Context: an optimization exercise on an open-source flow, tuned for small area. The choices shown serve that exercise and are no tape-out recipe.
The RTL was checked by simulation tests, not by an equivalence proof against the original design.
Power figures rest on the tool's default switching activity, not on a simulated workload.

==> design/flow/design.v <==
module top_master(
    input sys_clk,
    input sys_rst,
    input btn_up,
    input btn_dwn,
    input btn_start,
    input pizza,
    input potato,
    input [5:0] load_minutes,
    input [5:0] load_seconds,
    input temp_SDA_in,
    output [7:0] AN,
    output [6:0] display,
    output DP,
    output [15:0] LED,
    output start,
    output idle,
    output temp_SDA_out,
    output temp_SDA_oe,
    output temp_SCL,
    output buzzer
);
    wire [7:0] lc;
    wire t_1hz, t_400, e_29, e_59, e_05, t_2hz;
    mw_timebase tb(.clk(sys_clk), .rst(sys_rst), .lc(lc), .t_1hz(t_1hz), .t_400(t_400),
                   .e_29(e_29), .e_59(e_59), .e_05(e_05), .t_2hz(t_2hz));
    wire up_p, dn_p, st_p;
    mw_button bu(.clk(sys_clk), .rst(sys_rst), .noisy(btn_up),    .p_edge(up_p));
    mw_button bd(.clk(sys_clk), .rst(sys_rst), .noisy(btn_dwn),   .p_edge(dn_p));
    mw_button bs(.clk(sys_clk), .rst(sys_rst), .noisy(btn_start), .p_edge(st_p));
    wire s, timerEnd;
    wire [1:0] mode;
    mw_ctrl ctrl(.clk(sys_clk), .rst(sys_rst), .up_p(up_p), .dn_p(dn_p), .st_p(st_p),
                 .timerEnd(timerEnd), .s(s), .mode(mode));
    assign start = s;
    assign idle = ~s;
    wire [5:0] minutes, seconds;
    mw_timer tmr(.clk(sys_clk), .rst(sys_rst), .tick(t_1hz), .s(s), .pizza(pizza), .potato(potato),
                 .load_minutes(load_minutes), .load_seconds(load_seconds),
                 .minutes(minutes), .seconds(seconds), .timerEnd(timerEnd));
    mw_buzzer bz(.clk(sys_clk), .rst(sys_rst), .tick(t_2hz), .en(timerEnd), .buzzer(buzzer));
    mw_led led(.clk(sys_clk), .rst(sys_rst), .lc(lc[7:5]), .mode(mode), .s(s), .LED(LED));
    wire [3:0] tq, tr;
    mw_i2c i2c(.clk(sys_clk), .rst(sys_rst), .e_29(e_29), .e_59(e_59), .e_05(e_05),
               .sda_in(temp_SDA_in), .sda_out(temp_SDA_out), .sda_oe(temp_SDA_oe), .scl(temp_SCL),
               .tq(tq), .tr(tr));
    mw_display disp(.clk(sys_clk), .rst(sys_rst), .tick(t_400), .minutes(minutes), .seconds(seconds),
                    .tq(tq), .tr(tr), .mode(mode), .AN(AN), .display(display));
    assign DP = 1'b1;
endmodule
module mw_timebase(
    input clk, rst,
    output reg [7:0] lc,
    output t_1hz,      
    output t_400,      
    output e_29,       
    output e_59,       
    output e_05,       
    output t_2hz       
    );
    reg [1:0] m3;            
    reg [2:0] m5b, m5a;      
    reg [2:0] m7;            
    reg [9:0] m601;          
    wire m5b4 = m5b[2] & ~m5b[1];
    wire m601_end = m601[0] & m601[2] & m601[3] & ~m601[4] & m601[6] & m601[9];
    always @(posedge clk) begin
        if (rst) begin
            lc <= 8'd0; m3 <= 2'd0; m5b <= 3'd0; m5a <= 3'd0; m7 <= 3'b110; m601 <= 10'b0010110000;
        end else begin
            lc <= lc + 8'd1;
            m3 <= {m3[0], ~(m3[1] | m3[0])};
            m5b <= {m5b[1:0], ~(m5b[2] | m5b[1])};
            if (m5b4) m5a <= {m5a[1:0], ~(m5a[2] | m5a[1])};
            m7 <= {m7[1:0], ~(m7[2] ^ m7[1])};
            m601 <= m601_end ? 10'b0010110000 : {m601[8:0], ~(m601[9] ^ m601[6])};
        end
    end
    wire m3is2 = m3[1];
    assign t_1hz = ~lc[0] & m601_end;
    assign t_400 = ~lc[0] & m3is2 & m7[1] & m7[0];
    wire e_x4 = lc[0] & m3is2 & m5b4;
    assign e_29 = e_x4 & ~lc[1];
    assign e_59 = e_x4 & lc[1];
    assign e_05 = lc[0] & ~lc[1] & m3is2 & ~m5b[2] & ~m5b[0];
    assign t_2hz = e_29 & m5a[2] & ~m5a[1];
endmodule
module mw_button(
    input clk,
    input rst,
    input noisy,
    output p_edge
    );
    reg lvl;
    reg [4:0] q;       
    reg prev;
    wire x = noisy ^ lvl;
    wire done = q[0] & ~q[1] & q[2];
    always @(posedge clk) begin
        if (rst) begin
            lvl <= 1'b0; q <= 5'b11010;
        end else begin
            q <= (x & ~done) ? {q[3:0], ~(q[4] ^ q[2])} : 5'b11010;
            if (x & done) lvl <= ~lvl;
        end
    end
    always @(posedge clk) prev <= lvl;
    assign p_edge = lvl & ~prev;
endmodule
module mw_ctrl(
    input clk, rst, up_p, dn_p, st_p, timerEnd,
    output reg s,
    output reg [1:0] mode    
    );
    always @(posedge clk) begin
        if (rst | timerEnd) s <= 1'b0;
        else if (st_p) s <= ~s;
    end
    always @(posedge clk) begin
        if (rst) mode <= 2'b10;
        else if (~s) begin
            if (up_p) mode <= (mode == 2'b10) ? 2'b11 : (mode == 2'b11) ? 2'b01 : 2'b10;
            else if (dn_p) mode <= (mode == 2'b10) ? 2'b01 : (mode == 2'b01) ? 2'b11 : 2'b10;
        end
    end
endmodule
module mw_timer(
    input clk, rst, tick, s, pizza, potato,
    input [5:0] load_minutes, load_seconds,
    output reg [5:0] minutes, seconds,
    output reg timerEnd
    );
    reg running;
    wire [5:0] m1 = running ? minutes : (load_minutes + (pizza ? 6'd2 : potato ? 6'd5 : 6'd0));
    wire [5:0] s1 = running ? seconds : load_seconds;
    always @(posedge clk) begin
        if (rst) begin
            minutes <= 6'd0; seconds <= 6'd0; timerEnd <= 1'b0; running <= 1'b0;
        end else if (tick) begin
            timerEnd <= 1'b0;
            minutes <= m1;
            seconds <= s1;
            if (s) begin
                if (m1 == 6'd0 && s1 == 6'd0) begin
                    running <= 1'b0;
                    timerEnd <= 1'b1;
                end else if (s1 == 6'd0) begin
                    seconds <= 6'd59;
                    minutes <= m1 - 6'd1;
                    running <= 1'b1;
                end else begin
                    seconds <= s1 - 6'd1;
                    running <= 1'b1;
                end
            end
        end
    end
endmodule
module mw_buzzer(
    input clk, rst, tick, en,
    output buzzer
    );
    reg [3:0] bp;
    always @(posedge clk) begin
        if (rst) bp <= 4'd2;
        else if (tick) begin
            if (~en) bp <= 4'd2;
            else if (bp != 4'd15) bp <= bp + 4'd1;
        end
    end
    assign buzzer = ~bp[1] & ~bp[0];
endmodule
module mw_led(
    input clk, rst, s,
    input [7:5] lc,
    input [1:0] mode,
    output [15:0] LED
    );
    reg oq;
    reg [3:0] pos;
    reg ud;
    wire oc = (mode == 2'b01) ? lc[7] : (mode == 2'b10) ? lc[6] : lc[5];
    always @(posedge clk) oq <= oc;
    wire len = oc & ~oq;
    always @(posedge clk) begin
        if (rst) begin
            pos <= 4'd0; ud <= 1'b0;
        end else if (len) begin
            if (ud) begin
                if (pos != 4'd0) pos <= pos - 4'd1;
                else begin ud <= 1'b0; pos <= 4'd1; end
            end else begin
                if (pos != 4'd15) pos <= pos + 4'd1;
                else begin ud <= 1'b1; pos <= 4'd14; end
            end
        end
    end
    assign LED = s ? (16'd1 << pos) : {13'd0, mode == 2'b11, mode[1], 1'b1};
endmodule
module mw_i2c(
    input clk, rst, e_29, e_59, e_05, sda_in,
    output sda_out, sda_oe, scl,
    output reg [3:0] tq, tr
    );
    reg sclr;
    reg [6:0] hi;
    reg ack;
    reg [3:0] aq, ar;
    always @(posedge clk) begin
        if (rst) begin
            sclr <= 1'b1; hi <= 7'd0;
        end else if (e_59) begin
            sclr <= ~sclr;
            if (~sclr) hi <= (hi == 7'd127) ? 7'd100 : hi + 7'd1;
        end
    end
    assign scl = sclr;
    assign sda_oe = (hi < 7'd108) | (hi == 7'd108 & sclr) | (hi == 7'd117 & ~sclr) |
                    (hi == 7'd118 & sclr) | (hi == 7'd126 & ~sclr) | (hi == 7'd127);
    always @(posedge clk) begin
        if (rst) ack <= 1'b1;
        else if (e_29) begin
            if (~sclr) ack <= ~(hi == 7'd101 | hi == 7'd102 | hi == 7'd104);
            else if (hi == 7'd100) ack <= 1'b0;
        end
    end
    assign sda_out = ack;
    wire samp = e_59 & sclr & ((hi >= 7'd111 && hi <= 7'd117) || hi == 7'd119);
    wire [3:0] rin = (hi == 7'd111) ? 4'd0 : ar;
    wire [4:0] sv = {rin, sda_in};
    wire sc = (sv >= 5'd10);
    wire [4:0] sr = sc ? sv - 5'd10 : sv;
    always @(posedge clk)
        if (samp) begin
            ar <= sr[3:0];
            aq <= {aq[2:0], sc};
        end
    always @(posedge clk) begin
        if (rst) begin
            tq <= 4'd0; tr <= 4'd0;
        end else if (e_05 & ~sclr & hi == 7'd126) begin
            tq <= aq; tr <= ar;
        end
    end
endmodule
module mw_display(
    input clk, rst, tick,
    input [5:0] minutes, seconds,
    input [3:0] tq, tr,
    input [1:0] mode,
    output [7:0] AN,
    output reg [6:0] display
    );
    reg [2:0] sel;
    always @(posedge clk)
        if (rst) sel <= 3'd0;
        else if (tick) sel <= sel + 3'd1;
    wire [5:0] tv = sel[1] ? minutes : seconds;
    wire [2:0] tv1 = tv / 6'd10;
    wire [3:0] tv0 = tv % 6'd10;
    wire [3:0] dig = sel[2] ? (sel[0] ? tr : tq) : (sel[0] ? {1'b0, tv1} : tv0);
    reg [6:0] segd;
    always @(*)
        case (dig)
            4'd0: segd = 7'b1000000;
            4'd1: segd = 7'b1111001;
            4'd2: segd = 7'b0100100;
            4'd3: segd = 7'b0110000;
            4'd4: segd = 7'b0011001;
            4'd5: segd = 7'b0010010;
            4'd6: segd = 7'b0000010;
            4'd7: segd = 7'b1111000;
            4'd8: segd = 7'b0000000;
            4'd9: segd = 7'b0010000;
            default: segd = 7'b1111111;
        endcase
    always @(*)
        case (sel)
            3'd4: display = 7'b0011100;
            3'd7: display = (mode == 2'b01) ? 7'b1000111 : (mode == 2'b10) ? 7'b0101011 : 7'b0001001;
            default: display = segd;
        endcase
    assign AN = ~(8'd1 << sel);
endmodule
==> design/flow/run.sh <==
#!/bin/bash
# synth_recipe.tcl (not shown) runs the flow's synth.tcl, then flattens the netlist and writes it again
# the make line also repeats each setting of config.mk as NAME=value (left out here)
make -C /OpenROAD-flow-scripts/flow DESIGN_CONFIG=/design/flow/config.mk WORK_HOME=/design/flow/orfs CLKGATE_MAP_FILE= SYNTH_SCRIPT=/design/flow/synth_recipe.tcl finish
==> design/flow/config.mk <==
export PLATFORM = sky130hd
export DESIGN_NAME = top_master
export DESIGN_NICKNAME = top_master
export VERILOG_FILES = /design/flow/design.v
export SDC_FILE = /design/flow/constraint.sdc
export NUM_CORES = 4
export LEC_CHECK = 0
export ABC_AREA = 1
export CAP_MARGIN = 20
export CORE_MARGIN = 2
export CORE_UTILIZATION = 40
export SLEW_MARGIN = 20
==> design/flow/constraint.sdc <==
create_clock -name core_clock -period 10.0 [get_ports {sys_clk}]
set_input_delay 2.0000 -clock core_clock [delete_from_list [all_inputs] [get_ports {sys_clk}]]
set_output_delay 2.0000 -clock core_clock [all_outputs]
set_load 0.01 [all_outputs]
==> results of run 1 <==
==> kinds of logic (layout without fill, tap and decap cells) <==
kind of cell,after synthesis,after routing,share of synthesized area (%)
flip-flops,105,105,38.4
XOR/XNOR,16,16,2.46
AO/OA/AOI/OAI,154,154,15.2
other,1,1,0.0659
multiplexers,5,5,0.880
buffers and inverters,155,212,10.5
AND/OR/NAND/NOR,320,320,24.6
adder cells (fa/ha/maj),36,36,8.05
==> synthesized netlist by cell type (2+ instances only) <==
cell type / n
nand2_2: 14
nand3_2: 3
xnor2_1: 3
dfxtp_1: 97
o21ai_0: 60
clkinv_1: 4
clkbuf_1: 15
or2_2: 10
nor2_1: 97
a211oi_1: 3
o22ai_1: 2
edfxtp_1: 8
a21oi_1: 56
inv_1: 128
mux2i_1: 5
o211ai_1: 4
nand2_1: 129
nor4_1: 8
a2111oi_0: 2
nor2_2: 3
a31oi_1: 8
o221ai_1: 2
o21ai_1: 5
nand3_1: 28
o31ai_1: 3
inv_2: 5
nor3_1: 19
xor2_1: 13
ha_1: 35
nand4_1: 4
or2_1: 3
==> state kept, by name (all words and copies together), names as in the netlist, 4 cells and up <==
register,cells
tmr.minutes,6
led.pos,4
bs.q,5
bd.q,5
tmr.seconds,6
i2c.ar,4
i2c.tq,4
i2c.hi,7
bz.bp,4
i2c.aq,4
tb.lc,8
tb.m601,10
bu.q,5
i2c.tr,4
==> power groups by stage <==
stage                     registers, mW  clock network, mW  logic, mW
final                             0.438              0.340     0.0704
after global routing              0.439              0.367     0.0803
after CTS                         0.438              0.352     0.0713
after detailed placement          0.447                  0     0.0709
after global placement            0.447                  0     0.0696
after floorplan                   0.445                  0     0.0451
==> worst max-delay path by stage <==
stage	from	to	slack [ns]	depth (start not counted)
3_3_place_gp	disp.sel[1]$_SDFFE_PP0P_	display[3]	4.75	22
4_1_cts	disp.sel[1]$_SDFFE_PP0P_	display[3]	4.15	22
5_1_grt	disp.sel[1]$_SDFFE_PP0P_	display[3]	3.87	24
3_5_place_dp	disp.sel[1]$_SDFFE_PP0P_	display[3]	4.55	22
2_1_floorplan	disp.sel[1]$_SDFFE_PP0P_	display[3]	5.42	22
6_report	disp.sel[1]$_SDFFE_PP0P_	display[3]	4.15	22
==> placed cells by master (no fill, tap or decap), types with 13 or more instances in the layout <==
master,n
nor2_1,97
o21ai_0,60
nor3_1,19
ha_1,35
dfxtp_1,97
nand3_1,28
nand2_1,129
a21oi_1,56
inv_1,128
nand2_2,14
xor2_1,13
clkdlybuf4s50_1,56
==> metrics by stage <==
stage / area, um2 / power [mW]
2_1_floorplan: 5690 / 0.490
3_3_place_gp: 6420 / 0.516
3_5_place_dp: 6420 / 0.518
4_1_cts: 6710 / 0.861
5_1_grt: 6710 / 0.886
6_report: 6710 / 0.848
==> metal layers <==
metal  up-vias  share of wire, %  track usage, %
li1       2651                 -               -
met1      2341                47            22.2
met2        87                49            30.8
met3        15               3.1            4.15
met4         0               1.0            4.83
met5         -                 0               0
==> area by class of cell <==
cell class | count | area [um2] | share of cell area, %
Timing Repair Buffer | 58 | 576 | 8.58
Inverter | 138 | 520 | 7.76
Clock inverter | 5 | 36.3 | 0.541
Multi-Input combinational cell | 532 | 2920 | 43.5
Clock buffer | 11 | 254 | 3.78
Tap cell | 180 | 225 | 3.36
Sequential cell | 105 | 2180 | 32.5
==> summary.txt, run 1 <==
Outcome
The flow ran to the end and the layout has no timing, DRC or antenna violations.

Min path
The worst hold path depth is 0. For hold timing, the worst endpoint is bu.prev$_DFF_P_. The origin of the worst min-delay path is bu.lvl$_SDFFE_PP0P_. The type of the tightest min-delay check is flip-flop to flip-flop.

Timing
The number of hold-slack violations in the final timing report was 0. The slack of the critical path is between 4 and 5 ns. The routed design could run at a clock period as short as between 5 and 6 ns. Measured against its own limit, the worst slew margin works out to ~30%. At the pin with the least slew margin, the transition time is ~1.0 ns.

Clock skew on the completed layout was measured at roughly 0.0091 ns. The total count of max-transition violations in the final report was 0. The count of final setup violators is 0. Setup repair after global routing left no endpoint under its margin. The tightest hold path in the finished design has a slack of between 0.4 and 0.5 ns. The ratio of final minimum period to clock period is approximately three fifths.

For the final routed database, the setup TNS stands at 0 ns. Static timing analysis puts the maximum clock frequency at around 170 MHz.

GRT
The maximum number of pins on one net before global-route repair is 38. The number of antenna violations at the first check in global routing is 0. The number of global-route vias before repair is approximately 4700. Global routing used ~18% of the available tracks. The first global-routing pass estimated 21600 um of wire. Summed over all layers, the global routing overflow is 0.

Cells and area
The number of antenna diodes in the final layout is 0. The area added between synthesis and finish is 18.0%. The fraction of final layout cells sized beyond drive strength 1 is under 10%. Fill cells in the final layout number 1392. For this run, the post-layout net count is 900. The final core area utilization is 48.4%.

The post-layout instance count excluding filler cells is just over 1000.

Clock network
The number of buffers inserted for hold repair after clock tree synthesis is 0. Clock-pin slew was measured on the worst setup and hold paths at approximately 0.07 ns. The clock latency at the later pin of the worst-skew pair is 0.35 ns. Buffers added to address setup during post-CTS repair amount to 0. The clock tree from TritonCTS is yes. Clock tree synthesis found a total of 105 sinks. The H-tree was split into 3 levels. The clock passes through at most 2 buffers. The cell sitting at the root of the clock tree is a clkbuf_16. The post-cts repair resize count is 0.

In this run, CTS created clock tree buffers numbering 9.

Power
The fraction of power spent switching nets is 23.6%. Internal power comes to around 650 uW. Power spread over the standard cell area amounts to between 100 and 150 nW/um2. The sequential fraction of design power is 51.6%. VDD sags by at most between 100 and 150 uV. In this run the static leakage power is roughly 2.8 nW. In this run, the clock network consumes roughly two fifths of the power. The net switching component of the power is about 200 uW. Combinational cells account for just over 8% of the total power.

Placed design
During placement, the flow inserted port buffers numbering 56. The weighted congestion reported at the end of routability-driven placement is about 0.86. Once detailed placement completed, the half-perimeter wirelength came to 9770 um. The post-placement worst setup slack is about 4.5 ns. The placed cell count is slightly above 1000.

Critical path
The endpoint type of the worst setup path is a primary output. In this run the critical register-to-register path is captured at tmr.minutes[2]$_SDFFE_PP0P_. The data arrival at the endpoint of the critical path is just under 4 ns. The critical path start-end classification is flip-flop to primary output. The data required time at the worst endpoint is approximately 8.0 ns. The cell repeated most along the worst path is nand2_1.

The critical path goes through inv_4 -> nand2_1 -> nand2_1 -> inv_2 -> ha_1 -> inv_1 -> nand2_1 -> nand2_1 -> nor2_1 -> o21ai_1 -> nand3_1 -> nand2_2 -> nand2_2 -> nand2_1 -> nand3_1 -> nand2_2 -> inv_1 -> ha_1 -> nand2_1 -> nand3_1 -> a21oi_1 -> clkdlybuf4s50_1. For flop-to-flop paths, the worst setup slack is 7.11 ns. The biggest fanout along the worst timing path is 10. Among all stages on the critical path, the largest delay is contributed by dfxtp_1. The sum of buffers and inverters on the critical path is 5.

The family with the most delay on the worst path is simple AND/OR/NAND/NOR gates. The largest incremental delay on the critical path is 0.58 ns. The startpoint of the worst-slack reg-to-reg timing path is tmr.running$_SDFFE_PP0P_.

The worst-case reg-to-reg path depth is 15. The kind of launch point of the worst setup path is a flip-flop.

Drt
The per-cell via count in the routed design is ~5.0. The detailed-routing iteration count for the pre-antenna-repair pass is 4. In the final routed layout, each cell accounts on average for 12.5 um. The post-detailed-routing wire length is ~13000 um.

The first routing iteration left between 200 and 250 violations. After detailed routing, the number of remaining DRC violations is 0. The remaining antenna violation count after routing is 0. The routed via count is ~5100.

Synth
The number of nets produced by synthesis is around 850. In the post-synthesis netlist, the biggest area contributors are dfxtp_1 34%, nand2_1 8.5%, inv_1 8.4%. The share of the synthesized area in the top cell type is between 30% and 40%. Among all flip-flop cells after synthesis, the most frequent one is dfxtp_1. The mean instance size in the synthesized netlist is approximately 7 um2. The Yosys step of the flow raised 8 warnings. Counting flops and latches in the post-synthesis netlist gives approximately 110. After synthesis the cells add up to approximately 5700 um2. Sequential elements use between 30% and 40% of the synthesized area. Counting every instance in the synthesized netlist gives just under 800. The proportion of register bits with asynchronous set or reset after synthesis is 0%. The number of distinct standard cells referenced by the synthesized netlist is 47. The number of enable flip-flop cells after synthesis is 8.

The largest area contributor in the netlist is dfxtp_1.

Floorplanning
The die is roughly 120 um wide. The total area inside the core boundary comes to 13900 um2. The number of cell rows is 43.

The overall die height is between 100 and 150 um. The die footprint is 15200 um2. The starting density of the core is 41.0%. Pin placement for this block handled 58 I/O pins.

Flow run
The tool flagged a number of max-cap violations equal to 0.
==> inputs of run 2 (changes only) <==
==> design/flow/flow/run.sh (new file) <==
#!/bin/bash
# Own layout flow: the standard flow (standard.sh) with
#  - combinational mapping by an area-oriented ABC script (flow/area.script) and no
#    adder extraction; registers are mapped exactly as in the standard synthesis;
#  - the smallest buffer cell for the port buffers.
set -euo pipefail
W=$(pwd)
cat > "$W/own_synth.tcl" <<EOT
proc abc {args} {
  set i [lsearch -exact \$args -script]
  if {\$i >= 0} { set args [lreplace \$args \$i [expr {\$i+1}]] }
  yosys abc -script $W/flow/area.script {*}\$args
}
source $W/synth_recipe.tcl
EOT
export BUFFER_PORTS_ARGS="-buffer_cell sky130_fd_sc_hd__buf_1"
bash "$W/standard.sh" SYNTH_SCRIPT="$W/own_synth.tcl" ADDER_MAP_FILE= finish > "$W/flow_make.log" 2>&1
==> design/flow/flow/area.script (new file) <==
&get -n
&st
&dch
&nf -R 1000
&put
topo
==> design/flow/standard.sh (new file) <==
#!/bin/bash
# synth_recipe.tcl (not shown) runs the flow's synth.tcl, then flattens the netlist and writes it again
# the make line also repeats each setting of config.mk as NAME=value (left out here)
make -C /OpenROAD-flow-scripts/flow DESIGN_CONFIG=/design/flow/config.mk WORK_HOME=/design/flow/orfs CLKGATE_MAP_FILE= SYNTH_SCRIPT=/design/flow/synth_recipe.tcl "${@:-finish}"
--- a/design/flow/config.mk
+++ b/design/flow/config.mk
@@ -5,7 +5,6 @@
 export SDC_FILE = /design/flow/constraint.sdc
 export NUM_CORES = 4
 export LEC_CHECK = 0
-export ABC_AREA = 1
 export CAP_MARGIN = 20
 export CORE_MARGIN = 2
 export CORE_UTILIZATION = 40
removed: design/flow/run.sh
==> run 2 against run 1 <==
  * Highest routed layer unchanged
  * Setup slack worse by 1.0 ns
  * Die area is 15% lower
  * Critical endpoint is now display[1]
  * Area after synthesis is 15% lower
  * Cell area is 18% lower
==> summary.txt, run 2 <==
Drt
In the final routed layout, each cell accounts on average for 12.5 um. The final routed DRC violation total is 0. Summing over every cut layer, the via total after detailed routing is between 4000 and 5000.

The count of nets left with antenna violations once routing finished came out at 0. The per-cell via count in the routed design is approximately 5.2. The number of design-rule violations left by the first detailed-router iteration is roughly 220. The post-detailed-routing wire length is approximately 10000 um.

For this run, the detailed router's first-pass iteration total came to 4.

Timing
After routing, the total negative slack on setup checks comes to 0 ns. For the final database, setup skew stands at between 0.01 and 0.015 ns. Across all setup checks in the final design, the least slack found is 3.14 ns. Setup violations remaining at the end of the flow were counted as 0. The total count of max-transition violations in the final report is 0.

Setup repair after global routing left no endpoint under its margin. Headroom to the max-slew limit came out at a little over two fifths. On the final layout, the worst hold slack is about 0.40 ns.

The number of hold-slack violations in the final timing report is 0. For this run, the top clock speed supported by timing is approximately 150 MHz. For the pin with the worst max-slew slack, the measured transition is 0.863 ns. The ratio of final minimum period to clock period is about 69%. After layout, the minimum clock period comes to 6.86 ns.

Cells and area
Fill cells in the final layout number 1181. The register bank with the most flops is tb.m601. At the end of the flow the core is filled with cells to 46.4%. The leading cell type in the layout, fill and taps excluded is nor2_1. The library cells used most frequently in the layout, excluding fill and tap cells, are 100 x nor2_1, 97 x dfxtp_1, 55 x buf_1, 50 x nand2_1, 47 x nor3_1. The fraction of final layout cells sized beyond drive strength 1 is under 10%.

In the final layout, the registers with the most flip-flops are tb.m601 (10), tb.lc (8), i2c.hi (7). At the end of the flow, the number of nets in the layout was 673. The area added between synthesis and finish is 14.4%. The number of antenna diodes in the final layout is 0. The register with the most flip-flops in the layout has 10 of them.

Clock network
The clock tree from TritonCTS is yes. The count of clock tree sinks is 105. The post-cts repair resize count is 0.

The clock latency at the later pin of the worst-skew pair is between 0.3 and 0.4 ns. The maximum count of clock buffers along a single path is 2. CTS built an H-tree with a depth of 3. The setup fix buffers added after clock tree synthesis is 0. The clock root buffer master is clkbuf_16. The number of clock buffers inserted by TritonCTS is 9. Hold repair after CTS inserted 0 buffers. The clock input transition at the sequential cells of the worst setup and hold paths is around 0.07 ns.

Synth
The number of enable flip-flop cells after synthesis is 8. Summing every instance area after synthesis gives roughly 4800 um2. The synthesized netlist cell count is approximately 600. The share of the synthesized area in the top cell type is between 40% and 50%. In the synthesized netlist, the cells that appear most often are 100 x nor2_1, 97 x dfxtp_1, 50 x nand2_1.

The main flop type after synthesis is dfxtp_1. The number of synthesized register bits is approximately 110. The register area share after synthesis is between 40% and 50%.

The number of nets in the synthesized netlist is 605. The largest area contributor in the netlist is dfxtp_1. nor2_1 is the most common cell in the netlist. Averaged over all synthesized cells, the footprint is ~8.3 um2.

In the post-synthesis netlist, the biggest area contributors are dfxtp_1 40%, nor2_1 7.8%, edfxtp_1 5.0%. The proportion of register bits with asynchronous set or reset after synthesis is 0%. The count of warnings emitted by yosys is 8. Counting distinct cell types in the post-synthesis netlist gives 42.

GRT
Global routing used between 10% and 20% of the available tracks. The number of antenna violations at the first check in global routing is 0. The number of global-route vias before repair is between 3000 and 4000. The maximum number of pins on one net before global-route repair is 86.

The wire length of the first global-routing pass is approximately 17000 um. The total overflow left after global routing is 0.

Power
The leakage dissipation is between 1.5 and 2 nW. The total chip power is approximately 810 uW. The clock network burns a little over 40% of the power. The sequential fraction of design power is approximately 54%. The internal portion of the total power is 627 uW.

The total power per unit cell area is about 150 nW/um2. Summed over all nets, the switching power comes to 186 uW. The worst voltage drop across the vdd grid is between 90 and 100 uV. Per report_power, the combinational group accounts for between 4 and 5% of the total. Of the total power, the share spent switching nets is 22.8%.

Placed design
The count of input and output buffers is 56. Routability-driven placement finished with a final weighted congestion of slightly below 0.9. Before CTS, the worst setup slack after placement is roughly 3.6 ns. Once detailed placement completed, the half-perimeter wirelength came to between 7000 and 8000 um.

Floorplanning
From left edge to right edge, the die measures approximately 110 um. The starting density of the core is 40.6%. The core region area is between 10000 and 15000 um2. The die is ~110 um tall. The top-level I/O count is 58.

The floorplan step defined a die boundary enclosing around 13000 um2. The number of cell rows is 40.

Critical path
Counting stages on the worst path, the most repeated cell is a21oi_1. The cell with the largest stage delay on the worst path is dfxtp_1. The worst setup path is captured at a primary output. The biggest fanout along the worst timing path is 17. Data arrives at the worst endpoint at 4.86 ns. The critical path goes through mux2i_1 -> a21oi_1 -> xor2_1 -> nand2_1 -> a21oi_1 -> clkinv_1 -> a21oi_1 -> a21oi_1 -> or2_0 -> and2_0 -> nor2_1 -> xor2_1 -> mux2i_1 -> o22ai_1 -> nand2b_1 -> and2_0 -> a31oi_1 -> o22ai_1 -> buf_1. At the worst endpoint, the required time is roughly 8.0 ns.

The largest incremental delay on the critical path is 0.71 ns. The critical path start-end classification is flip-flop to primary output. The worst setup path is launched from a flip-flop.

Min path
The path class of the tightest hold or removal check is flip-flop to flip-flop.

Flow run
The number of maximum-capacitance violations is 0.

Outcome
The flow ran to the end and the layout has no timing, DRC or antenna violations.
## run 2: cell types whose count changed in the layout (fill, tap and decap cells not counted), moves of 32 or more
cell and change:
buf_1 +55, clkdlybuf4s50_1 -56, ha_1 -35, inv_1 -128, nand2_1 -79, o21ai_0 -32
## run 2: final cells by class
cell class                      count  area [um2]  area share, %
Timing Repair Buffer               58         226           4.10
Sequential cell                   105        2180           39.5
Multi-Input combinational cell    465        2600           47.0
Clock buffer                       12         246           4.46
Inverter                           14        52.6          0.951
Tap cell                          147         184           3.33
Clock inverter                      4        35.0          0.634
## run 2: power groups by stage
stage                     registers (mW)  logic, mW  clock network [mW]
after floorplan                    0.447     0.0261                   0
after global placement             0.448     0.0388                   0
after detailed placement           0.449     0.0396                   0
after CTS                          0.439     0.0400               0.345
after global routing               0.440     0.0453               0.359
final                              0.439     0.0393               0.335
## run 2: worst max-delay path, delay by kind of cell (launching register included)
family	cells	cell delay [ns]
compound gates	7	1.63
xor+xnor	2	0.43
buf+inv	2	0.28
flops	1	0.71
mux	2	0.32
simple gates	6	1.15
## run 2: metal layers
| layer | global-route usage (%) | share of wire [%] | vias up |
|---|---|---|---|
| met2 | 27.9 | 47 | 87 |
| met3 | 3.24 | 3.7 | 10 |
| met4 | 5.61 | 1.3 | 0 |
| li1 | - | - | 2205 |
| met5 | 0 | 0 | - |
| met1 | 20.7 | 48 | 1921 |
## run 2: final timing paths
kind	cells past startpoint	start	endpoint	slack, ns
worst min-delay path	0	bu.lvl$_SDFFE_PP0P_	bu.prev$_DFF_P_	0.40
worst max-delay path	19	disp.sel[1]$_SDFFE_PP0P_	display[1]	3.14
worst min register to register	0	bu.lvl$_SDFFE_PP0P_	bu.prev$_DFF_P_	0.40
worst max register to register	10	tmr.running$_SDFFE_PP0P_	tmr.seconds[1]$_SDFFE_PP0P_	7.11
## run 2: cells by family after synthesis
kind of cell | Yosys count | share of synthesized area, %
AOI/OAI and AO/OA | 108 | 13.2
buffers and inverters | 15 | 1.24
muxes | 15 | 3.13
xor gates and xnor gates | 35 | 6.35
and+or+nand+nor | 306 | 30.9
DFF | 105 | 45.2
other | 1 | 0.0776
## run 2: metrics by stage
stage / area (um2) / cells
after floorplan: 4830 / 585
after global placement: 5240 / 789
after detailed placement: 5240 / 789
after CTS: 5520 / 805
after global routing: 5530 / 805
final: 5530 / 805
==> inputs of run 3 (changes only) <==
--- a/design/flow/flow/run.sh
+++ b/design/flow/flow/run.sh
@@ -14,4 +14,5 @@
 source $W/synth_recipe.tcl
 EOT
 export BUFFER_PORTS_ARGS="-buffer_cell sky130_fd_sc_hd__buf_1"
+export CTS_ARGS="-sink_clustering_enable -repair_clock_nets -buf_list sky130_fd_sc_hd__clkbuf_8 -sink_clustering_size 30 -dont_use_dummy_load"
 bash "$W/standard.sh" SYNTH_SCRIPT="$W/own_synth.tcl" ADDER_MAP_FILE= finish > "$W/flow_make.log" 2>&1
==> run 3 against run 2 <==
  * Maximum frequency grew 0.51%
  * Combinational power is essentially flat
  * Flip-flop and latch count unchanged
  * Worst hold slack better by 0.0030 ns
  * Via count down 1.0%
  * Sequential power hardly changed
  * Clock power shrank 39%
  * Largest power group unchanged
  * Wire length down 0.82%
  * Clock-buffer cell count is 3 lower
  * Non-clock buffer count is the same
  * Sequential share of layout area increased by 1.2 points
  * Critical path type unchanged
  * Die area is the same
==> summary.txt, run 3 <==
Floorplanning
The initialized floorplan defines 40 standard-cell rows. After floorplanning, the core was sized to cover 11900 um2. Once the floorplan was initialized, standard cells occupied roughly two fifths of the core. The top-level I/O count is between 50 and 60.

The die is roughly 110 um wide. The overall die height is 114 um. The die footprint is about 13000 um2.

Clock network
The clock latency at the later pin of the worst-skew pair is 0.35 ns. Clock tree synthesis selected as its root buffer the cell clkbuf_8. The clock net in this run drives a total of about 110 sinks.

The post-cts repair resize count is 0. TritonCTS built the clock tree. The H-tree generated during clock tree synthesis spans 3 levels.

No sink is reached through more buffers than the 2 on the longest clock path. The setup fix buffers added after clock tree synthesis is 0. Clock-pin slew was measured on the worst setup and hold paths at about 0.10 ns.

After clock tree synthesis, the flow added hold-fix buffers numbering 0. The number of clock buffers inserted by TritonCTS is 9.

Synth
Ranked by total cell area, the synthesized netlist is headed by dfxtp_1 40%, nor2_1 7.8%, edfxtp_1 5.0%. The count of warnings emitted by yosys is 8. The number of nets handed over by synthesis was approximately 610. After synthesis, the mean cell area works out to 8.26 um2. Of the post-synthesis cell area, the dominant cell type holds between 40% and 50%.

The register area share after synthesis is between 40% and 50%. In this run, distinct cell masters in the synthesized netlist total 42. The cell area that synthesis handed to floorplanning was between 4000 and 5000 um2. The number of enable flip-flop cells after synthesis is 8. Ranked by instance count, the synthesized netlist is headed by 100 x nor2_1, 97 x dfxtp_1, 50 x nand2_1. The main flop type after synthesis is dfxtp_1. After technology mapping, the gate count stands at between 500 and 600.

Synthesis inferred approximately 110 register bits. After synthesis, the share of flip-flops with an asynchronous set or reset is 0%. Of all cell types, the one taking the most synthesized area is dfxtp_1. Among all cell types in the netlist, the one instantiated most often is nor2_1.

Cells and area
The multi-input combinational cells in the finished layout cover a total of 2600 um2. Counting flops per register, the top entry is tb.m601. The area growth from synthesis to layout is 11.1%. The layout filler cell count is between 1000 and 1500.

The number of flip-flops in the largest register is 10. The net count of the finished layout is about 670. The finished layout holds 798 standard cells, fillers aside. The fraction of final layout cells sized beyond drive strength 1 is under 10%. In the final layout, the registers with the most flip-flops are tb.m601 (10), tb.lc (8), i2c.hi (7). Leaving out fill and tap cells, the most frequent cell in the layout is nor2_1.

Leaving out fill and tap cells, the most frequent cells in the layout are 100 x nor2_1, 97 x dfxtp_1, 55 x buf_1, 50 x nand2_1, 47 x nor3_1. 0 antenna diodes ended up in the layout. The sequential cell area is roughly 2200 um2.

Placed design
At the end of routability-driven placement, the weighted congestion stood at a little under 0.9. Buffers placed on the I/O ports in this run total 56. After legalization and detailed placement, the total HPWL measured slightly above 7000 um. Once placement completed, the tool counted placed cells totaling 789.

Timing
The transition time at the pin with the least slew margin is approximately 0.85 ns. Timing would allow up to 146 MHz. The number of hold-slack violations in the final timing report came to 0. Setup repair after global routing left no endpoint under its margin. Between clock sinks in the finished design, the worst skew comes to 0.0248 ns.

The count of final setup violators is 0. The final setup TNS is 0 ns. Headroom to the max-slew limit came out at between 40% and 50%. The shortest clock period the worst path allows after layout is about 6.8 ns.

The total count of max-transition violations in the final report is 0. The ratio of final minimum period to clock period is between 60% and 70%. The worst hold margin is roughly 0.40 ns.

Power
Total power for the finished layout comes to ~680 uW. For this design the static power due to leakage is 1.80 nW. The worst voltage drop across the vdd grid is about 86 uV. The total power per unit cell area is 127 nW/um2.

Outcome
The run finished with no timing, DRC or antenna violations.

Critical path
The worst setup path is launched from a flip-flop. The largest single stage delay on the critical path is about 0.72 ns. Counting both buffers and inverters, the worst setup path holds a total of 2. The critical path start-end classification is flip-flop to primary output. Among the stages of the critical path, the cell type that occurs most often is a21oi_1. The family with the most delay on the worst path is simple AND/OR/NAND/NOR gates. Data on the critical path arrives at its endpoint at about 4.8 ns.

The data required time at the worst endpoint is 8.00 ns. The signal on the critical path passes through mux2i_1 -> a21oi_1 -> xor2_1 -> nand2_1 -> a21oi_1 -> clkinv_1 -> a21oi_1 -> a21oi_1 -> or2_0 -> and2_0 -> nor2_1 -> nor3_1 -> a21oi_1 -> o21ai_0 -> or2_0 -> nand2b_1 -> or3_1 -> o2111ai_1 -> buf_1. Along the worst path, the maximum fanout reaches 17.

STA classifies the critical path endpoint as a primary output. The slowest stage of the critical path belongs to the cell dfxtp_1.

GRT
The maximum number of pins on one net before global-route repair is between 80 and 90. The total grt overflow is 0. The number of antenna violations at the first check in global routing is 0. The combined global-route utilization of all metal layers is between 10% and 20%. The wire length of the first global-routing pass is about 17000 um. The number of global-route vias before repair is about 3900.

Drt
In the routed layout, each cell is associated on average with a via count of 5.24. The wire length per cell is between 10 and 15 um. The number of design-rule violations left by the first detailed-router iteration is about 210.

The post-detailed-routing wire length is slightly below 10000 um. The detail route stage leaves a number of antenna-violating nets equal to 0. The routed layout has around 4200 vias. After detailed routing, the number of remaining DRC violations is 0. For this run, the detailed router's first-pass iteration total came to 4.

Flow run
The number of maximum-capacitance violations is 0.

Min path
The type of the tightest min-delay check is flip-flop to flip-flop.
-- run 3: cell counts after synthesis --
Identical to the previous run, type by type.
-- run 3: worst paths after layout --
path	startpoint	end	slack [ns]	depth (start not counted)
max reg2reg	tmr.running$_SDFFE_PP0P_	tmr.seconds[1]$_SDFFE_PP0P_	7.09	10
min	bu.lvl$_SDFFE_PP0P_	bu.prev$_DFF_P_	0.40	0
max	disp.sel[1]$_SDFFE_PP0P_	display[3]	3.17	19
min reg2reg	bu.lvl$_SDFFE_PP0P_	bu.prev$_DFF_P_	0.40	0
-- run 3: area by class of cell --
| cell class | instances | area share, % |
|---|---|---|
| clock buffer | 9 | 2.31 |
| tap | 147 | 3.43 |
| timing repair buffer | 58 | 4.22 |
| sequential | 105 | 40.6 |
| inverter | 14 | 0.979 |
| multi-input combinational | 465 | 48.4 |
-- run 3: through the flow --
step | instance area [um2] | utilization (%) | setup WS [ns]
6_report | 5370 | 45.1 | 3.17
3_3_place_gp | 5240 | 44.0 | 3.80
2_1_floorplan | 4830 | - | 4.21
3_5_place_dp | 5240 | 44.0 | 3.56
5_1_grt | 5370 | 45.1 | 2.61
4_1_cts | 5360 | 45.0 | 3.17
-- run 3: per-layer routing --
metal | vias up | track usage (%) | part of all wire [%]
li1 | 2200 | - | -
met1 | 1899 | 20.7 | 48
met2 | 76 | 27.9 | 48
met3 | 4 | 4.36 | 3.3
met4 | 0 | 4.15 | 0.59
met5 | - | 0 | 0
-- run 3: where the power goes --
| part | switching, mW | internal [mW] | leakage [nW] |
|---|---|---|---|
| clock network | 0.124 | 0.0812 | 0.0647 |
| logic | 0.0227 | 0.0165 | 0.872 |
| registers | 0.00700 | 0.432 | 0.862 |
-- run 3: logic make-up after synthesis --
group / count (synthesis) / synth area share, %
compound gates: 108 / 13.2
xor+xnor: 35 / 6.35
buf+inv: 15 / 1.24
flops: 105 / 45.2
mux: 15 / 3.13
other cells: 1 / 0.0776
simple gates: 306 / 30.9
==> inputs of run 4 (changes only) <==
==> design/flow/flow/area.script (replaced) <==
strash
ifraig
dc2
dch -f
amap
topo
==> run 4 against run 3 <==
  * Non-clock buffer count is 1 lower
  * Sequential power about the same
  * Worst hold slack worse by 0.013 ns
  * Setup slack improved by 0.42 ns
  * Clock power barely moved
  * Critical path depth unchanged
  * Still clean
  * Maximum frequency increased by 6.5%
  * Core utilization increased by 0.57 points
  * Flip-flop and latch count unchanged
  * Largest power group unchanged
  * Clock-buffer cell count unchanged
  * Die area is 2.3% lower
==> summary.txt, run 4 <==
Outcome
The flow ran to the end and the layout has no timing, DRC or antenna violations.

Critical path
The kind of launch point of the worst setup path is a flip-flop. The data arrival at the endpoint of the critical path is ~4.4 ns. The cell with the largest stage delay on the worst path is dfxtp_1.

The critical path start-end classification is flip-flop to primary output. The endpoint type of the worst setup path is a primary output. In this run the critical register-to-register path is captured at tmr.minutes[1]$_SDFFE_PP0P_. The startpoint of the worst setup timing path is disp.sel[1]$_SDFFE_PP0P_. The cell repeated most along the worst path is nor2_1. The worst-case reg-to-reg path depth is 17. The data required time at the worst endpoint is roughly 8 ns.

The critical path goes through clkinv_1 -> o22ai_1 -> nor2_1 -> nor2_1 -> nor2_1 -> o22ai_1 -> nor2_1 -> a21oi_1 -> nor2b_1 -> nor2_1 -> nor2_1 -> a21oi_1 -> a221oi_1 -> o21bai_1 -> or2_0 -> nand2_1 -> o21a_1 -> o22ai_1 -> buf_1. The startpoint of the worst-slack reg-to-reg timing path is tmr.running$_SDFFE_PP0P_. On the worst path, the slowest cell contributes a delay of about 0.56 ns. The flop-to-flop setup slack is 6.02 ns. The biggest fanout along the worst timing path is 12.

Drt
The detailed-routing iteration count for the pre-antenna-repair pass is 8. Once detail routing completed, the nets flagged for antenna violations numbered 0. In the routed design, unresolved DRC markers number 0.

Dividing the detail-routed wire length by the instance count gives 13.8 um. The detailed router finished its first iteration with around 260 violations. Summed over all layers, the routed wires come to between 10000 and 15000 um.

The per-cell via count in the routed design is between 5 and 6. The routed via count is ~4400.

Synth
The register area share after synthesis is about 46%. The number of enable flip-flop cells after synthesis is 8. The main flop type after synthesis is dfxtp_1.

The largest area contributor in the netlist is dfxtp_1. Yosys attributes the largest share of cell area to dfxtp_1 41%, nor2_1 10%, clkinv_1 5.5%. The number of nets in the synthesized netlist is between 600 and 700.

Summing every instance area after synthesis gives around 4700 um2. The most common cell in the synthesized netlist is nor2_1. The number of synthesized register bits is 105. The synthesized netlist cell count is 601. The count of warnings emitted by yosys is 8. The number of distinct standard cells referenced by the synthesized netlist is 40. In the synthesized netlist, the cells that appear most often are 130 x nor2_1, 97 x dfxtp_1, 69 x clkinv_1. The mean instance size in the synthesized netlist is roughly 8 um2. The share of the synthesized area in the top cell type is ~41%.

After synthesis, the share of flip-flops with an asynchronous set or reset is 0%.

Clock network
Once the clock tree was built, the resizer swapped 0 gates to a different size. Buffers inserted to repair hold after CTS numbered 0. The clock tree from TritonCTS is yes.

After clock tree synthesis, the clock-pin slew on the worst setup and hold paths is around 0.10 ns. CTS placed an instance of clkbuf_8 at the clock tree root. Clock tree synthesis inserted a total of 9 buffers. The maximum count of clock buffers along a single path is 2.

The count of clock tree sinks is 105. The setup fix buffers added after clock tree synthesis is 0. The H-tree was split into 3 levels. For the worst-skew pair, the clock arrives at the later sink with an insertion delay of 0.36 ns.

Cells and area
Cells fill between 40% and 50% of the core in the end. The register with the most flip-flops in the layout has 10 of them. The register bank with the most flops is tb.m601. The largest registers in the layout are tb.m601 (10), tb.lc (8), i2c.hi (7). The leading cell type in the layout, fill and taps excluded is nor2_1.

In the layout the commonest cells are 130 x nor2_1, 97 x dfxtp_1, 69 x clkinv_1, 55 x buf_1, 43 x nand2_1. Relative to the synthesized area, the layout overhead comes to 11.0%. Cells with a size suffix above 1 make up 1.80% of the layout. The antenna diode instance count is 0. After the last flow step, the layout net total stands at approximately 700. The filler cells instantiated in the layout total 1142.

Timing
Setup slack closes at about 3.6 ns. The count of final setup violators is 0. The maximum frequency from static timing analysis is ~160 MHz. The remaining max-slew budget at the tightest pin is a little over 40%. The transition time at the pin with the least slew margin is roughly 0.89 ns. On the final layout, the worst clock skew is 0.0319 ns. The total count of max-transition violations in the final report is 0. The ratio of final minimum period to clock period is ~64%. The shortest clock period the worst path allows after layout is around 6.4 ns. The number of hold-slack violations in the final timing report is 0. Setup repair after global routing left no endpoint under its margin. Final hold analysis gives a worst-case slack of approximately 0.39 ns. The final setup TNS is 0 ns.

Placed design
During placement, the flow inserted port buffers numbering 56. Summed over all nets, the half-perimeter wirelength after detailed placement is approximately 8200 um. Before CTS, the worst setup slack after placement is between 4 and 5 ns. The weighted congestion reported at the end of routability-driven placement is 0.927.

Floorplanning
The starting density of the core is a little over 40%. The floorplan has 39 rows. Measured along the x axis, the die boundary spans about 110 um. The core region area is approximately 11000 um2. In this run the vertical extent of the chip is between 100 and 150 um. During I/O placement, the number of pins put on the boundary was 58. The die covers 12700 um2.

Flow run
Max-cap violations in this run came to 0.

GRT
The first global-routing pass estimated 18300 um of wire. The number of global-route vias before repair came to roughly 3900. The number of antenna violations at the first check in global routing came to 0. The maximum number of pins on one net before global-route repair is 48.

After global routing the overflow that remains totals 0. Global routing used between 15 and 20% of the available tracks across all layers.

Min path
The worst hold path belongs to the class flip-flop to flip-flop. The sink of the worst hold path is tb.m7[0]$_SDFF_PP0_. The origin of the worst min-delay path is tb.m7[2]$_SDFF_PP1_. The worst hold path depth is 1.

Power
The total chip power is 683 uW. IR analysis of the VDD net gives a maximum drop of 60.5 uV. The total power per unit cell area is around 130 nW/um2.

In this run the static leakage power is between 1.5 and 2 nW.
run 4: changes by cell type in the layout (fill, tap and decap cells not counted), sizes merged, moves of 11 or more:
cell,previous run,this run
o22ai,5,23
nand2b,13,0
and2,17,6
mux2i,14,0
nor3,47,25
xor2,16,0
xnor2,19,0
nor2,100,130
clkinv,14,69
run 4: routing by layer:
layer / vias up / part of all wire (%) / GRT usage (%)
met4: 0 / 1.4 / 6.10
met5: - / 0 / 0
li1: 2267 / - / -
met3: 12 / 3.4 / 2.75
met2: 78 / 45 / 28.0
met1: 2028 / 50 / 24.6
run 4: kinds of logic (layout without fill, tap and decap cells):
group	Yosys count	in the layout	synth area share, %
AOI/OAI and AO/OA	156	156	22.4
buffers and inverters	70	135	5.65
DFF	105	105	46.3
other	1	1	0.0795
and+or+nand+nor	269	269	25.6
run 4: how the worst max path moves through the flow:
stage,to,slack [ns],depth (start not counted)
after floorplan,display[6],4.74,18
after global placement,display[0],4.30,19
after detailed placement,display[0],4.04,19
after CTS,display[0],3.66,19
after global routing,display[0],3.08,20
final,display[1],3.59,19
run 4: area by class of cell:
class	instances	area (um2)	share of cell area, %
well taps	143	179	3.42
repair buffers	57	219	4.18
clock buffers	9	124	2.37
multi-input cells	426	2270	43.4
flip-flops and latches	105	2180	41.7
inverters	69	259	4.95
run 4: where the power goes:
part | switching, mW | internal (mW) | leakage (nW)
Sequential | 0.00536 | 0.431 | 0.862
Combinational | 0.0239 | 0.0146 | 0.826
Clock | 0.127 | 0.0812 | 0.0647
Total | 0.156 | 0.527 | 1.75
run 4: per-stage QoR:
step	instances	cell area, um2
after floorplan	601	4710
after global placement	800	5100
after detailed placement	800	5100
after CTS	809	5230
after global routing	809	5230
final	809	5230
run 4: critical path, delay by kind of cell (launching register included):
kind                   cells  cell delay [ns]
DFF                        1             0.56
AOI/OAI and AO/OA          8             1.69
and+or+nand+nor            9             1.36
buffers and inverters      2             0.46
==> inputs of run 5 (changes only) <==
--- a/design/flow/flow/run.sh
+++ b/design/flow/flow/run.sh
@@ -14,5 +14,5 @@
 source $W/synth_recipe.tcl
 EOT
 export BUFFER_PORTS_ARGS="-buffer_cell sky130_fd_sc_hd__buf_1"
-export CTS_ARGS="-sink_clustering_enable -repair_clock_nets -buf_list sky130_fd_sc_hd__clkbuf_8 -sink_clustering_size 30 -dont_use_dummy_load"
+export CTS_ARGS="-sink_clustering_enable -repair_clock_nets -buf_list sky130_fd_sc_hd__clkbuf_16 -sink_clustering_size 50 -dont_use_dummy_load"
 bash "$W/standard.sh" SYNTH_SCRIPT="$W/own_synth.tcl" ADDER_MAP_FILE= finish > "$W/flow_make.log" 2>&1
==> design/flow/flow/area.script (replaced) <==
&get -n
&st
&dch
&nf -R 1000
&put
topo
==> run 5 against run 4 <==
  * Still clean on timing, DRC and antenna
  * Cell area is 4.5% higher
  * Clock power is 41% higher
  * Sequential share of layout area is 1.8 points lower
  * Critical path depth stayed put
  * Core utilization is 0.28 points higher
  * Via count is 4.2% lower
  * Setup slack worse by 0.43 ns
  * Register-to-register slack better by 1.1 ns
  * Clock skew is 0.014 ns lower
  * Non-clock buffer count is 1 higher
  * Global-route usage is 1.3 points lower
  * Worst hold slack better by 0.010 ns
  * Critical endpoint unchanged
  * Largest power group unchanged
==> summary.txt, run 5 <==
Synth
The number of different library cells used by synthesis comes to 42. Yosys attributes the largest share of cell area to dfxtp_1 40%, nor2_1 7.8%, edfxtp_1 5.0%. The share of the synthesized area in the top cell type is between 40 and 50%. Dividing the synthesized area by the synthesized cell count gives about 8.3 um2. The dominant cell by count in the synthesized netlist is nor2_1. Among all flip-flop cells after synthesis, the most frequent one is dfxtp_1. The number of nets in the synthesized netlist is around 610. The cell area after synthesis is 4830 um2. The synthesized design contains 8 enable-type register cells. After synthesis, flip-flops and latches occupy a little under half of the total area. The proportion of register bits with asynchronous set or reset after synthesis is 0%. For this run, the number of Yosys warnings is 8. The number of synthesized register bits is ~110. The synthesized netlist cell count is between 500 and 600. The synthesized design spends more area on one cell type than any other, namely dfxtp_1. The commonest cells after synthesis are 100 x nor2_1, 97 x dfxtp_1, 50 x nand2_1.

Clock network
Post-CTS repair changed the size of 0 cells. The later pin in the worst-skew pair is clocked with a latency of roughly 0.34 ns. TritonCTS built the clock tree. In this run the deepest clock path goes through 2 buffers.

The number of buffers inserted for hold repair after clock tree synthesis is 0. Clock tree synthesis found a total of between 100 and 150 sinks. The level count of the clock H-tree is 3.

The clock root buffer master is clkbuf_16. Once the clock tree was built, the setup fixing pass inserted 0 buffers. Clock tree synthesis inserted a total of 9 buffers. The clock input transition at the sequential cells of the worst setup and hold paths is approximately 0.07 ns.

Placed design
Once detailed placement completed, the half-perimeter wirelength came to a little over 7000 um. The congestion estimate from routability-driven global placement came to about 0.9. The count of input and output buffers is 56. At the placement stage, the worst setup path has a slack of 3.56 ns.

Timing
Setup repair after global routing left no endpoint under its margin. Timing would allow up to 146 MHz. After routing, the total negative slack on setup checks comes to 0 ns. The transition time at the pin with the least slew margin is between 0.8 and 0.9 ns. The remaining max-slew budget at the tightest pin is ~43%. The total count of max-transition violations in the final report came to 0. The shortest clock period the worst path allows after layout is about 6.8 ns. The count of final setup violators is 0. The number of hold-slack violations in the final timing report came to 0. The clock tree skew after final layout is around 0.018 ns. The ratio of final minimum period to clock period is 68.4%. The slack of the critical path is approximately 3.2 ns.

Critical path
Across all register-to-register paths, the minimum setup slack is 7.09 ns. Data on the critical path arrives at its endpoint at between 4 and 5 ns. In this run the worst setup path terminates at display[1]. The startpoint of the worst setup timing path is disp.sel[1]$_SDFFE_PP0P_. The biggest fanout along the worst timing path is 17.

The startpoint of the worst-slack reg-to-reg timing path is tmr.running$_SDFFE_PP0P_. The worst-case reg-to-reg path depth is 10. Data on the critical path is required at its endpoint by about 8 ns. The endpoint identified for the worst register-to-register timing path is tmr.seconds[1]$_SDFFE_PP0P_. The critical path start-end classification is flip-flop to primary output. STA classifies the critical path endpoint as a primary output. The worst setup path is launched from a flip-flop.

Cells and area
The library cell used most frequently in the layout, excluding fill and tap cells, is nor2_1. The register bank with the most flops is tb.m601. In the final layout, the registers with the most flip-flops are tb.m601 (10), tb.lc (8), i2c.hi (7). From synthesis to final layout, the design area changed by 13.2%. After the last flow step, the layout net total stands at around 670. In the layout the commonest cells are 100 x nor2_1, 97 x dfxtp_1, 55 x buf_1, 50 x nand2_1, 47 x nor3_1.

The number of antenna diodes in the final layout is 0. Cells with a size suffix above 1 make up 2.15% of the layout. The register with the most flip-flops in the layout has 10 of them.

Floorplanning
The number of cell rows is 40. The die is 114 um wide. The die is between 100 and 150 um tall.

The starting density of the core is 40.6%. The top-level I/O count is a little under 60. The die footprint is 13000 um2. The core region area is 11900 um2.

Drt
The routed layout has 4200 vias. Summed over all layers, the routed wires come to 10000 um. The count of nets left with antenna violations once routing finished came out at 0.

The first TritonRoute pass finished after 4 iterations. The number of design-rule violations left by the first detailed-router iteration is ~210. In the final routed layout, each cell accounts on average for between 10 and 15 um. The final routed DRC violation total is 0. The per-cell via count in the routed design is approximately 5.3.

Flow run
The number of maximum-capacitance violations is 0.

Min path
The path class of the tightest hold or removal check is flip-flop to flip-flop. The worst hold path passes through 0 cells.

Power
The analysis attributes to cell leakage a power of 1.84 nW. Dividing total power by cell area gives a power density of roughly 140 nW/um2. The worst voltage drop across the vdd grid is 81.8 uV.

GRT
The number of antenna violations at the first check in global routing came to 0. The first global-routing pass estimated 17300 um of wire. The combined global-route utilization of all metal layers is 16.3%. Global routing finished with a remaining overflow of 0. Entering global routing, the biggest net connects 86 pins. The number of global-route vias before repair came to between 3000 and 4000.

Outcome
The run finished with no timing, DRC or antenna violations.
## run 5: cell types whose count changed in the layout (fill, tap and decap cells not counted), moves of 14 or more
cell      change
nor3_1       +23
xor2_1       +16
clkinv_1     -55
o22ai_1      -18
nor2_1       -30
mux2i_1      +14
xnor2_1      +19
## run 5: layout make-up
class,instances,area [um2]
inverter,14,52.6
multi-input combinational,465,2600
tap,147,184
timing repair buffer,58,226
fill,1185,6440
clock buffer,9,225
sequential,105,2180
## run 5: critical path: stages, from the launching register on
cell,delay [ns]
dfxtp_1,0.71
mux2i_1,0.24
a21oi_1,0.38
xor2_1,0.26
nand2_1,0.08
a21oi_1,0.39
clkinv_1,0.11
a21oi_1,0.17
a21oi_1,0.06
or2_0,0.27
and2_0,0.17
nor2_1,0.15
xor2_1,0.18
mux2i_1,0.09
o22ai_1,0.38
nand2b_1,0.22
and2_0,0.24
a31oi_1,0.07
o22ai_1,0.17
buf_1,0.18
## run 5: per-layer routing
metal  track usage, %  routed length, um  part of all wire (%)
met2             27.9               4660                    47
met5                0                  0                     0
met3             3.24                344                   3.4
met1             20.7               4880                    49
met4             5.61                129                   1.3
## run 5: cells by family (layout without fill, tap and decap cells)
kind of cell | count (synthesis) | after routing | share of synthesized area [%]
other cells | 1 | 1 | 0.0776
buf+inv | 15 | 81 | 1.24
flops | 105 | 105 | 45.2
simple gates | 306 | 306 | 30.9
compound gates | 108 | 108 | 13.2
xor+xnor | 35 | 35 | 6.35
mux | 15 | 15 | 3.13
## run 5: report_power, final
part | internal [mW] | switching [mW]
Clock | 0.159 | 0.135
Sequential | 0.432 | 0.00700
Combinational | 0.0165 | 0.0228
Total | 0.608 | 0.165
## run 5: worst min-delay path by stage
stage | from | endpoint | slack [ns]
finish | bu.lvl$_SDFFE_PP0P_ | bu.prev$_DFF_P_ | 0.40
global route | bu.lvl$_SDFFE_PP0P_ | bu.prev$_DFF_P_ | 0.42
CTS | bu.lvl$_SDFFE_PP0P_ | bu.prev$_DFF_P_ | 0.40
detailed placement | bu.lvl$_SDFFE_PP0P_ | bu.prev$_DFF_P_ | 0.39
global placement | bu.lvl$_SDFFE_PP0P_ | bu.prev$_DFF_P_ | 0.39
floorplan | bs.lvl$_SDFFE_PP0P_ | bs.prev$_DFF_P_ | 0.37
## run 5: through the flow
| step | power, mW | hold slack [ns] | utilization, % | area [um2] | instances |
|---|---|---|---|---|---|
| 2_1_floorplan | 0.473 | 0.371 | - | 4830 | 585 |
| 3_3_place_gp | 0.487 | 0.387 | 44.0 | 5240 | 789 |
| 3_5_place_dp | 0.488 | 0.389 | 44.0 | 5240 | 789 |
| 4_1_cts | 0.785 | 0.399 | 45.9 | 5470 | 798 |
| 5_1_grt | 0.805 | 0.419 | 45.9 | 5470 | 798 |
| 6_report | 0.773 | 0.396 | 45.9 | 5470 | 798 |
==> inputs of run 6 (changes only) <==
--- a/design/flow/flow/run.sh
+++ b/design/flow/flow/run.sh
@@ -14,5 +14,5 @@
 source $W/synth_recipe.tcl
 EOT
 export BUFFER_PORTS_ARGS="-buffer_cell sky130_fd_sc_hd__buf_1"
-export CTS_ARGS="-sink_clustering_enable -repair_clock_nets -buf_list sky130_fd_sc_hd__clkbuf_16 -sink_clustering_size 50 -dont_use_dummy_load"
+export CTS_ARGS="-sink_clustering_enable -repair_clock_nets -buf_list sky130_fd_sc_hd__clkbuf_8 -sink_clustering_size 35 -sink_clustering_max_diameter 300 -dont_use_dummy_load"
 bash "$W/standard.sh" SYNTH_SCRIPT="$W/own_synth.tcl" ADDER_MAP_FILE= finish > "$W/flow_make.log" 2>&1
==> design/flow/flow/area.script (replaced) <==
strash
ifraig
dc2
dch -f
amap
topo
==> run 6 against run 5 <==
  * First-iteration DRC count is 22% higher
  * Clock-buffer cell count did not move
  * Synthesized cell count grew 2.7%
  * Flip-flop and latch count did not move
  * Combinational power down 2%
  * Die area down 2.3%
  * Total power fell by 12%
  * Worst hold slack got worse by 0.010 ns
  * Sequential power about the same
  * Maximum frequency increased by 6.7%
  * Clock skew rose by 0.014 ns
  * Cell area is 4.3% lower
==> summary.txt, run 6 <==
Outcome
The run finished with no timing, DRC or antenna violations.

GRT
The number of global-route vias before repair is around 3900. The number of antenna violations at the first check in global routing is 0. The wire length of the first global-routing pass is 18300 um. The combined global-route utilization of all metal layers is around 18%. The total overflow left after global routing is 0. Entering global routing, the biggest net connects 48 pins.

Critical path
The endpoint type of the worst setup path is a primary output. The kind of launch point of the worst setup path is a flip-flop. The worst setup path is of the flip-flop to primary output kind.

STA puts the critical path data arrival time at roughly 4.4 ns. The reg-to-reg critical path endpoint is tmr.minutes[1]$_SDFFE_PP0P_. Along the worst path, the maximum fanout reaches 12. The data required time at the worst endpoint is 8.00 ns. The startpoint of the worst-slack reg-to-reg timing path is tmr.running$_SDFFE_PP0P_. The flop-to-flop setup slack is between 6 and 7 ns. The worst register-to-register path has a depth of 17.

Cells and area
In the layout the commonest cells are 130 x nor2_1, 97 x dfxtp_1, 69 x clkinv_1, 55 x buf_1, 43 x nand2_1. The multi-input combinational cells in the finished layout cover a total of ~2300 um2. Registers take 2180 um2. For this run, the post-layout net count is ~690. tb.m601 holds more flip-flops than any other register. The layout filler cell count is about 1100. The library cell used most frequently in the layout, excluding fill and tap cells, is nor2_1.

The antenna diode instance count is 0. The finished cells cover 5230 um2. The largest registers in the layout are tb.m601 (10), tb.lc (8), i2c.hi (7). The post-route netlist has 1.80% of its cells at a drive strength greater than 1. The area growth from synthesis to layout is 11.0%.

The register with the most flip-flops in the layout has 10 of them.

Timing
The shortest clock period the worst path allows after layout is around 6.4 ns. At the pin with the least slew margin, the transition time is 0.887 ns. Derived from the worst setup path, the maximum achievable clock frequency is around 160 MHz. The total count of max-transition violations in the final report came to 0. Setup violations remaining at the end of the flow were counted as 0.

After layout, the worst path uses 64.1% of the clock period. The final setup TNS is 0 ns. Setup repair after global routing left no endpoint under its margin.

On the final layout, the worst clock skew is approximately 0.032 ns. The worst hold margin is around 0.39 ns. The number of hold-slack violations in the final timing report is 0. The worst pin sits at a relative slew slack of 40.5%.

Power
The combinational fraction of design power is under 10%. The sequential fraction of design power is 63.9%. The total power per unit cell area is 130 nW/um2.

The worst voltage drop across the vdd grid is ~60 uV. For this design the total switching power over the nets is roughly 160 uW. The relative contribution of the clock network to total power is a little under a third. The cell-internal power is ~530 uW.

For this design the static power due to leakage is approximately 1.8 nW. In this run switching power makes up between 20% and 30% of total power.

Clock network
The setup fix buffers added after clock tree synthesis is 0. The clock tree synthesis step divided the H-tree into 3 levels. The number of buffers inserted for hold repair after clock tree synthesis is 0. The tree is rooted in a clkbuf_8. The clock latency at the later pin of the worst-skew pair is approximately 0.36 ns. For this design, the sink count on the clock tree is ~110.

TritonCTS built the clock tree. The post-cts repair resize count is 0. Clock-pin slew was measured on the worst setup and hold paths at roughly 0.10 ns. Clock tree synthesis inserted a total of 9 buffers. The longest clock path from root to sink contains 2 buffers.

Floorplanning
The die outline width is roughly 110 um. For this configuration, the core starts out at a cell density of between 40% and 50%. The top-level I/O count is 58. The die is approximately 110 um tall. The core region area is about 11000 um2. The number of cell rows is 39. The die footprint is approximately 13000 um2.

Flow run
Across the run, the number of max-cap violations was 0.

Placed design
Once placement finished, the instance area stood at 5100 um2. The weighted congestion reported at the end of routability-driven placement is slightly above 0.9. Detailed placement ended at an HPWL of approximately 8200 um. The count of input and output buffers is 56.

Drt
After detailed routing, the number of vias per cell comes to around 5.4. The post-detailed-routing wire length is about 11000 um. The routed via count is about 4400. The number of design-rule violations left by the first detailed-router iteration is between 200 and 300. The final routed DRC violation total is 0. The first TritonRoute pass finished after 8 iterations. After detailed routing, the average wire length per cell comes to about 14 um. The remaining antenna violation count after routing is 0.

Synth
After synthesis, the cell types taking the most area are dfxtp_1 41%, nor2_1 10%, clkinv_1 5.5%. Yosys mapped a number of flops with a built-in enable equal to 8. The number of nets produced by synthesis is 621. After synthesis, the share of flip-flops with an asynchronous set or reset is 0%.

The largest area contributor in the netlist is dfxtp_1. The synthesized netlist cell count is between 600 and 700. The number of synthesized register bits is ~110. The share of the synthesized area in the top cell type is between 40% and 50%. The count of warnings emitted by yosys is 8. The average instance in the mapped netlist occupies roughly 8 um2. The number of distinct standard cells referenced by the synthesized netlist is 40.

The cell area after synthesis is between 4000 and 5000 um2. The main flop type after synthesis is dfxtp_1. By count the netlist is led by 130 x nor2_1, 97 x dfxtp_1, 69 x clkinv_1. The register area share after synthesis is between 40% and 50%. By instance count, the leading cell after synthesis is nor2_1.

Min path
Counting instances, the worst hold path has a depth of 1. The startpoint identified for the worst hold timing path is tb.m7[2]$_SDFF_PP1_. In this run the worst hold path is classified as flip-flop to flip-flop. The sink of the worst hold path is tb.m7[0]$_SDFF_PP0_.
==> run 6: cell count changes after synthesis, sizes merged, moves of 10 or more <==
cell / before / now
nor3: 47 / 25
o22ai: 5 / 23
xor2: 16 / 0
clkinv: 14 / 69
xnor2: 19 / 0
and2: 17 / 6
nor2: 100 / 130
nand2b: 13 / 0
mux2i: 14 / 0
o221a: 0 / 10
==> run 6: worst max-delay path by stage <==
stage	slack [ns]	endpoint	startpoint
after floorplan	4.74	display[6]	disp.sel[1]$_SDFFE_PP0P_
after global placement	4.30	display[0]	disp.sel[1]$_SDFFE_PP0P_
after detailed placement	4.04	display[0]	disp.sel[1]$_SDFFE_PP0P_
after CTS	3.66	display[0]	disp.sel[1]$_SDFFE_PP0P_
after global routing	3.08	display[0]	disp.sel[1]$_SDFFE_PP0P_
final	3.59	display[1]	disp.sel[1]$_SDFFE_PP0P_
==> run 6: worst max-delay path, stage by stage, from the launching register on <==
cell and delay, ns:
dfxtp_1 0.56, clkinv_1 0.26, o22ai_1 0.31, nor2_1 0.09
nor2_1 0.12, nor2_1 0.06, o22ai_1 0.23, nor2_1 0.11
a21oi_1 0.17, nor2b_1 0.22, nor2_1 0.09, nor2_1 0.20
a21oi_1 0.10, a221oi_1 0.26, o21bai_1 0.22, or2_0 0.33
nand2_1 0.14, o21a_1 0.16, o22ai_1 0.24, buf_1 0.20
==> run 6: cells by family (layout without fill, tap and decap cells) <==
group,after synthesis,count (layout),share of synthesized area (%)
simple gates,269,269,25.6
compound gates,156,156,22.4
flops,105,105,46.3
buf+inv,70,135,5.65
other cells,1,1,0.0795
==> run 6: power groups by stage <==
stage	Sequential [mW]	Clock (mW)	Combinational, mW
after global routing	0.438	0.229	0.0442
after CTS	0.437	0.212	0.0388
final	0.437	0.208	0.0384
after detailed placement	0.446	0	0.0387
after floorplan	0.445	0	0.0251
after global placement	0.446	0	0.0378
==> run 6: routing by layer <==
layer,routed length [um],GRT usage (%)
met3,375,2.75
met2,5070,28.0
met5,0,0
met4,156,6.10
met1,5580,24.6
==> run 6: stage by stage <==
stage                     std cells  power, mW  util [%]  setup slack [ns]
after floorplan                 601      0.470         -              4.74
after global placement          800      0.484      44.5              4.30
after detailed placement        800      0.485      44.5              4.04
after CTS                       809      0.688      45.6              3.66
after global routing            809      0.711      45.6              3.08
final                           809      0.683      45.6              3.59
==> run 6: cell type report <==
class	count	area share [%]
Multi-Input combinational cell	426	43.4
Sequential cell	105	41.7
Inverter	69	4.95
Timing Repair Buffer	57	4.18
Tap cell	143	3.42
Clock buffer	9	2.37

## separate check: timing with driven ports
The results above use ideal ports. As a check the final layouts listed here were re-extracted and re-timed, cells and wires unchanged. Step 1 assumes that a clkbuf_16 drives the clock port and a buf_2 every other input. Step 2 adds t to the input delays and takes it off the output delays; t is the mean of the earliest and latest rising clock arrival at the registers after step 1. Input paths then give back, and output paths get back, about the clock's delay inside the block. Slacks: ideal ports / drivers / drivers and shift; pairs: ideal ports / drivers.
run | t, ns | slack for setup (ns) | worst hold slack (ns) | worst setup path after step 2 | latest minus earliest clock arrival (ns)
run 1 | 0.386 | 4.155 / 4.115 / 4.500 | 0.407 / 0.407 / 0.407 | register to output | 0.009 / 0.009
run 2 | 0.373 | 3.139 / 3.102 / 3.475 | 0.396 / 0.396 / 0.396 | register to output | 0.011 / 0.011
run 3 | 0.374 | 3.174 / 3.141 / 3.515 | 0.399 / 0.399 / 0.399 | register to output | 0.025 / 0.024
run 4 | 0.383 | 3.591 / 3.557 / 3.940 | 0.386 / 0.386 / 0.386 | register to output | 0.031 / 0.032
run 5 | 0.366 | 3.159 / 3.122 / 3.488 | 0.396 / 0.396 / 0.396 | register to output | 0.018 / 0.017
run 6 | 0.383 | 3.591 / 3.557 / 3.940 | 0.386 / 0.386 / 0.386 | register to output | 0.031 / 0.032
After both steps every run listed still meets setup and hold.
